What follows belongs to an exercise in optimizing a design on an open flow for small area and a short achievable clock period; a production flow would make more cautious choices.
Only the layout flow was run in this run; the RTL was not checked for function there.
Power and IR drop assume default switching activity.

$ cat run.sh
#!/bin/bash
# synth_recipe.tcl (not shown) runs the flow's synth.tcl, then flattens the netlist and writes it again
# the make line also repeats each setting of config.mk as NAME=value (left out here)
make -C /OpenROAD-flow-scripts/flow DESIGN_CONFIG=/design/flow/config.mk WORK_HOME=/design/flow/orfs CLKGATE_MAP_FILE= SYNTH_SCRIPT=/design/flow/synth_recipe.tcl finish
$ cat config.mk
export PLATFORM = sky130hd
export DESIGN_NAME = AGC
export DESIGN_NICKNAME = AGC
export VERILOG_FILES = /design/flow/design.v
export SDC_FILE = /design/flow/constraint.sdc
export NUM_CORES = 4
export LEC_CHECK = 0
export CAP_MARGIN = 20
export CORE_MARGIN = 2
export CORE_UTILIZATION = 40
export SLEW_MARGIN = 20
$ cat constraint.sdc
create_clock -name core_clock -period 12.5 [get_ports {clk}]
set_input_delay 2.5000 -clock core_clock [delete_from_list [all_inputs] [get_ports {clk}]]
set_output_delay 2.5000 -clock core_clock [all_outputs]
set_load 0.01 [all_outputs]
$ cat design.v
`default_nettype none
module isqrt_pipe
   (input  wire clk,
    input  wire  [14:0] x,
    output logic [7:0] root);
    function automatic [17:0] sstep(input [9:0] rem, input [7:0] rt, input [1:0] xb);
        logic [9:0] t, trial, d;
        t     = {rem[7:0], xb};
        trial = {rt, 2'b01};
        d     = t - trial;
        if (t >= trial) sstep = {d, rt[6:0], 1'b1};
        else            sstep = {t, rt[6:0], 1'b0};
    endfunction
    logic [15:0] xx;
    assign xx = {1'b0, x};
    logic [3:0] rem1;
    logic [2:0] rt1;
    logic [9:0] x1;
    logic [17:0] a0, a1, a2;
    assign a0 = sstep(10'd0, 8'd0, xx[15:14]);
    assign a1 = sstep(a0[17:8], a0[7:0], xx[13:12]);
    assign a2 = sstep(a1[17:8], a1[7:0], xx[11:10]);
    always_ff @(posedge clk) begin
        rem1 <= a2[11:8];
        rt1  <= a2[2:0];
        x1   <= xx[9:0];
    end
    logic [5:0] rem2;
    logic [4:0] rt2;
    logic [5:0] x2;
    logic [17:0] b0, b1;
    assign b0 = sstep({6'd0, rem1}, {5'd0, rt1}, x1[9:8]);
    assign b1 = sstep(b0[17:8], b0[7:0], x1[7:6]);
    always_ff @(posedge clk) begin
        rem2 <= b1[13:8];
        rt2  <= b1[4:0];
        x2   <= x1[5:0];
    end
    logic [7:0] rem3;
    logic [6:0] rt3;
    logic [1:0] x3;
    logic [17:0] c0, c1;
    assign c0 = sstep({4'd0, rem2}, {3'd0, rt2}, x2[5:4]);
    assign c1 = sstep(c0[17:8], c0[7:0], x2[3:2]);
    always_ff @(posedge clk) begin
        rem3 <= c1[15:8];
        rt3  <= c1[6:0];
        x3   <= x2[1:0];
    end
    logic [9:0] t4, trial4;
    assign t4     = {rem3, x3};
    assign trial4 = {1'b0, rt3, 2'b01};
    always_ff @(posedge clk)
        root <= {rt3, (t4 >= trial4)};
endmodule
`default_nettype none
module udiv
   (input  wire clk,
    input  wire  [14:0] dividend,
    input  wire  [7:0]  divisor,
    output logic [7:0]  quotient);
    function automatic [7:0] dstep(input [6:0] rem, input b, input [7:0] dv);
        logic [8:0] t, d;
        t = {1'b0, rem, b};
        d = t - {1'b0, dv};
        if (!d[8]) dstep = {1'b1, d[6:0]};
        else       dstep = {1'b0, t[6:0]};
    endfunction
    logic [6:0]  rem_q [0:6];
    logic [14:0] dd_q  [0:6];
    logic [7:0]  quo_q [0:6];
    logic [7:0]  dv_q  [0:6];
    genvar k;
    generate
        for (k = 0; k < 7; k = k + 1) begin : st
            wire [6:0]  rem_i;
            wire [14:0] dd_i;
            wire [7:0]  quo_i, dv_i;
            if (k == 0) begin : first
                assign rem_i = 7'd0;
                assign dd_i  = dividend;
                assign quo_i = 8'd0;
                assign dv_i  = divisor;
            end else begin : next
                assign rem_i = rem_q[k-1];
                assign dd_i  = dd_q[k-1];
                assign quo_i = quo_q[k-1];
                assign dv_i  = dv_q[k-1];
            end
            wire [7:0]  s0 = dstep(rem_i, dd_i[14], dv_i);
            wire [7:0]  s1 = dstep(s0[6:0], dd_i[13], dv_i);
            always_ff @(posedge clk) begin
                rem_q[k] <= s1[6:0];
                dd_q[k]  <= {dd_i[12:0], 2'b00};
                quo_q[k] <= {quo_i[5:0], s0[7], s1[7]};
                dv_q[k]  <= dv_i;
            end
        end
    endgenerate
    logic [7:0] s_last;
    assign s_last   = dstep(rem_q[6], dd_q[6][14], dv_q[6]);
    assign quotient = {quo_q[6][6:0], s_last[7]};
endmodule
`default_nettype none
module RMS
   (input  wire  signed [7:0] s_TDATA,
    input  wire  s_TVALID,
    output logic [7:0] rms_TDATA,
    output logic filled,
    input  wire  clk, reset_n);
    logic signed [7:0] x0, x1;
    logic v0, v1;
    logic [14:0] sq1;
    always_ff @(posedge clk) begin
        if (~reset_n) begin
            v0 <= 1'b0;
            v1 <= 1'b0;
        end else begin
            v0 <= s_TVALID;
            v1 <= v0;
        end
    end
    logic [15:0] x0_sq;
    assign x0_sq = x0 * x0;
    always_ff @(posedge clk) begin
        x0  <= s_TDATA;
        x1  <= x0;
        sq1 <= x0_sq[14:0];
    end
    logic [8*255-1:0] sr;
    logic [14:0] tail_sq;
    logic [7:0]  sr_last;
    logic [15:0] last_sq;
    assign sr_last = sr[8*255-1 -: 8];
    assign last_sq = $signed(sr_last) * $signed(sr_last);
    always_ff @(posedge clk)
        if (v1) begin
            sr      <= {sr[8*254-1:0], x1};
            tail_sq <= last_sq[14:0];
        end
    logic [8:0] cntr;
    assign filled = cntr[8];
    always_ff @(posedge clk)
        if (~reset_n)
            cntr <= '0;
        else if (v1 & ~filled)
            cntr <= cntr + 1'b1;
    logic [22:0] sum;
    always_ff @(posedge clk)
        if (~reset_n)
            sum <= '0;
        else if (v1)
            sum <= sum + {8'd0, sq1} - {8'd0, (filled ? tail_sq : 15'd0)};
    isqrt_pipe sqrt0 (.clk(clk), .x(sum[22:8]), .root(rms_TDATA));
endmodule
`default_nettype none
module AGC
  #(parameter TARGET  = 81,
    parameter WINDOW_2N = 8,
    parameter INIT_POS = 128)
   (input  wire [7:0] S_TDATA,
    input  wire S_TVALID,
    output logic [7:0] M_TDATA,
    output logic M_TVALID,
    input wire clk, reset_n);
    logic [7:0] rms_tdata;
    logic filled;
    RMS rms_0(.s_TDATA(S_TDATA), .s_TVALID(S_TVALID),
              .rms_TDATA(rms_tdata), .filled(filled),
              .clk(clk), .reset_n(reset_n));
    logic [7:0] current_pos;
    logic [7:0] pos_d;
    logic [14:0] product;
    always_ff @(posedge clk) begin
        pos_d   <= current_pos;
        product <= pos_d * TARGET;
    end
    logic [7:0] quotient;
    udiv div_0 (.clk(clk), .dividend(product), .divisor(rms_tdata),
                .quotient(quotient));
    logic [8:0] vchain;
    always_ff @(posedge clk)
        if (~reset_n) vchain <= '0;
        else          vchain <= {vchain[7:0], filled};
    logic div_out_tvalid;
    assign div_out_tvalid = vchain[8];
    always_ff @(posedge clk) begin
        if (~reset_n)
            current_pos <= INIT_POS;
        else if (div_out_tvalid)
            current_pos <= quotient;
    end
    always_ff @(posedge clk)
        if (~reset_n) M_TVALID <= 0;
        else          M_TVALID <= div_out_tvalid;
    assign M_TDATA = current_pos;
endmodule
==> impl_metrics.csv <==
group,metric,value,unit
run_status,status,"timing/DRC/antenna clean",
synth,synth-edff-count,2054,
power_and_ir_drop,sw_frac_of_total,0.2610,
sta,hold_slack,0.3181,ns
power_and_ir_drop,comb_power_share,0.209,
worst_setup_path,crit_chain,"inv_1 > fa_1 > a21o_1 > a21oi_1 > o21ai_0 > a21o_1 > a21oi_1 > mux2_2 > ha_1 > nor2b_1 > o21ai_0 > a21boi_0 > o21ai_0 > nand2b_1 > a21o_1 > a21oi_2 > mux2_2",
final_layout,nets,4700,
sta,worst_pin_slew,1.068,ns
synth,yosys.cell_types.count,58,
power_and_ir_drop,p_switching,5.209,mW
worst_setup_path,cp.required,13.19,ns
sta,drv_slew,0,
sta,finalCriticalPeriod,5.086,ns
synth,synth_fa_ha_area_frac,0.06757,
min_path,hold_class,"reg -> reg",
global_route,grtUsageTotal,0.1024,
power_and_ir_drop,p_leak,27.36,nW
synth,syn_inst,4082,
routing,antenna_left,0,
global_route,grt_pass1_vias,32485,
cts,cts_tree,"built",
cts,postCtsHoldBufs,0,
synth,synthMuxAreaShare,0.01278,
cts,clk_latency,0.83,ns
cts,ctsResizeCount,0,
synth,synth-simple-area-share,0.02197,
final_layout,drive_gt1_frac,0.09956,
cts,cts_buffer_depth,3,
synth,synth_compound_area_frac,0.02621,
sta,hold_viol,0,
global_route,grt_pass1_wl,174.9,mm
placed_design,place_worst_setup_slack,7.477,ns
final_layout,stdcell_count,7182,
sta,slew_headroom,0.2883,
sta,finalSetupViolCount,0,
global_route,grt_max_degree,197,
cts,ctsHtreeMaxLevel,4,
die,coreArea,202500,sq um
routing,viasPerCell,4.531,
placed_design,placement.io_buffers,19,
routing,wl_per_cell,14.92,um
synth,ys_seq_elements,2387,
die,die_h,455.7,um
synth,ys_seq_area_frac,0.8373,
power_and_ir_drop,irDropWorstVdd,0.1351,mV
cts,clkTransAtPathRegs,0.06,ns
synth,synth_top_family_by_area,"adder cells",
worst_setup_path,crit_type,"reg -> reg",
synth,ys_async_sr_fraction,0,
routing,drcViolationCount,0,
placed_design,dp_hpwl,56.98,mm
sta,rsz0062_at_grt,"no",
final_layout,postLayoutCoreUtil,0.4576,
placed_design,post-place-cells,6765,
power_and_ir_drop,pwr-share-clk,0.334,
worst_setup_path,slowest_delay,0.62,ns
synth,syn_area_per_cell,20.00,sq um
cts,cts_setup_buffers,0,
die,boundaryPins,20,
routing,vias,32545,
die,die_width,455.7,um
worst_setup_path,crit_fanout,11,
final_layout,syn_to_final_growth,13.53,%
sta,period_share,0.4068,
synth,yosys_warnings,8,
power_and_ir_drop,power.density,215.4,nW/um^2
worst_setup_path,cp.arrival,5.78,ns
routing,initialDrtViolationCount,2588,
worst_setup_path,critPathSlowestCell,"a21oi_1",
power_and_ir_drop,p_int,14.75,mW
cts,root_buffer,"clkbuf_16",
sta,setup_tns,0,ns
global_route,antenna_found_initial,3,
worst_setup_path,crit_path_start_kind,"flip-flop",
power_and_ir_drop,p_seq_frac,0.457,
cts,cts_made_buffers,220,
sta,skew,0.02764,ns
die,core.rowCount,165,
placed_design,gp_congestion,0.7775,
synth,netlist_area,81620,sq um
routing,wl,107.2,mm
final_layout,diodes,0,
cts,cts.sinks,2387,
job,drv_cap,0,
worst_setup_path,critPathCaptureType,"flip-flop",
routing,dr.pass1.iters,6,
synth,synth_xor_area_frac,0.01652,
sta,fmax,196.6,MHz
synth,ys.flop_type,"edfxtp_1",
die,start_util,0.4030,
sta,timing.final.ws_setup,7.415,ns
die,die_area,207700,sq um
global_route,overflow,0,
## path summary, 6_finish.rpt
check | depth (start not counted) | from | endpoint | slack [ns]
setup / recovery | 17 | div_0.dv_q[4][1] | div_0.rem_q[5][6] | 7.41
hold / removal | 0 | product[9] | div_0.dd_q[0][11] | 0.32
setup reg to reg | 17 | div_0.dv_q[4][1] | div_0.rem_q[5][6] | 7.41
hold reg to reg | 0 | product[9] | div_0.dd_q[0][11] | 0.32
## stage by stage
step	power [mW]	cell area [sq um]
after CTS	20.26	92640
after global routing	21.15	92670
final	19.96	92670
after global placement	13.35	85260
after floorplan	12.79	81640
after detailed placement	13.45	85260
## final cells by class
class	instances	area [sq um]
fill	16901	109900
sequential	2387	68350
multi-input combinational	1318	11850
clock buffer	279	5934
tap	2672	3343
clock inverter	137	1439
inverter	349	1310
timing repair buffer	40	441.7
## kinds of logic (layout without fill, tap and decap cells)
kind of cell,count (synthesis),after routing
flops,2387,2387
buf+inv,379,805
fa+ha+maj,373,373
simple gates,353,353
compound gates,339,339
xor+xnor,154,154
mux,96,96
other cells,1,3
## routing by layer
| metal | track usage | wire length [um] |
|---|---|---|
| met4 | 0.03364 | 2477 |
| met3 | 0.02410 | 4179 |
| met5 | 0 | 0 |
| met1 | 0.1593 | 56470 |
| met2 | 0.1401 | 44040 |
## cell usage after synthesis (all sizes together), types with 2 or more instances
cell,n,area share
edfxtp,2054,0.76
inv,349,0.016
dfxtp,333,0.082
ha,260,0.040
fa,113,0.028
a21oi,100,0.0065
xnor2,96,0.010
nand2,86,0.0040
o21ai,85,0.0053
a21o,73,0.0067
nor2,70,0.0032
mux2,66,0.0091
and2,58,0.0044
xor2,58,0.0062
nor2b,53,0.0041
mux2i,30,0.0037
clkbuf,25,0.0011
nand2b,25,0.0019
o21a,18,0.0017
nand3,16,0.00098
nor3,15,0.00092
a31oi,14,0.0011
o21bai,8,0.00074
or3,8,0.00061
a21boi,7,0.00064
a211oi,6,0.00061
and3,6,0.00046
buf,5,0.00038
nand4,5,0.00038
a31o,4,0.00043
o211ai,4,0.00037
or2,4,0.00031
o2111ai,3,0.00032
o31ai,3,0.00028
or4,3,0.00028
a221oi,2,0.00021
a32o,2,0.00025
## layout by cell type (no fill, tap or decap), types with 15 or more instances in the layout
master	Yosys	layout
edfxtp_1	2054	2054
inv_1	349	349
dfxtp_1	333	332
ha_1	260	260
clkbuf_16	0	225
fa_1	113	113
xnor2_1	96	96
a21oi_1	91	91
nand2_1	86	86
o21ai_0	84	84
a21o_1	73	73
nor2_1	69	69
mux2_2	66	66
and2_1	58	58
xor2_1	58	58
nor2b_1	53	53
clkinv_2	0	48
clkbuf_1	25	43
clkinv_1	0	35
mux2i_1	30	30
nand2b_1	25	25
bufinv_16	0	21
o21a_1	18	18
clkdlybuf4s50_1	0	18
nand3_1	16	16
nor3_1	15	15
## worst max-delay path: cells and delay by family, from the launching register on
kind	cells	cell delay (ns)
AOI/OAI and AO/OA	10	2.59
muxes	2	0.81
adders and majority gates	2	0.79
DFF	1	0.40
and+or+nand+nor	2	0.26
buffers and inverters	1	0.12
## power groups by stage
stage	combinational (mW)	sequential, mW	clock [mW]
global placement	4.06	9.30	0
floorplan	3.38	9.40	0
finish	4.17	9.12	6.67
CTS	4.20	9.13	6.93
detailed placement	4.15	9.30	0
global route	4.76	9.15	7.24
## flip-flops by register name, summed over array words and instances (netlist names), 5 cells and up
register          count
rms_0.sr           2040
div_0.dv_q           56
div_0.dd_q           49
div_0.rem_q          49
rms_0.sum            23
div_0.quo_q          16
product              15
rms_0.tail_sq        14
rms_0.sq1            13
rms_0.sqrt0.x1       10
rms_0.cntr            9
vchain                9
current_pos           8
pos_d                 8
rms_0.sqrt0.rem3      8
rms_0.sqrt0.root      8
rms_0.x0              8
rms_0.x1              8
rms_0.sqrt0.rt3       7
rms_0.sqrt0.rem2      6
rms_0.sqrt0.x2        6
rms_0.sqrt0.rt2       5

[what the ideal ports hide]
Ports are ideal in the flow. The routed layout listed here was re-timed in OpenROAD. Step 1 (the two cells are an assumption about what drives the block):
set clk [get_ports {clk}]
set_driving_cell -lib_cell sky130_fd_sc_hd__clkbuf_16 $clk
set_driving_cell -lib_cell sky130_fd_sc_hd__buf_2 [delete_from_list [all_inputs] $clk]
Step 2 times the ports against the registers' clock, not the clock port: input delays grow and output delays shrink by t, the midpoint of the rising clock arrivals with the driver on. a / b / c = no drivers / after step 1 / after step 2; a / b = the first two.
t, ns: 0.890
slack for setup (ns): 7.414 / 7.414 / 7.414
latest minus earliest clock arrival (ns): 0.032 / 0.032
worst slew at a driven data input, ns: 0.04
pins driven straight from the clock port: 1
After both steps setup and hold are still met in this run. The setup slack of this run moves by 0.000 ns with the drivers and by 0.000 ns with both steps.
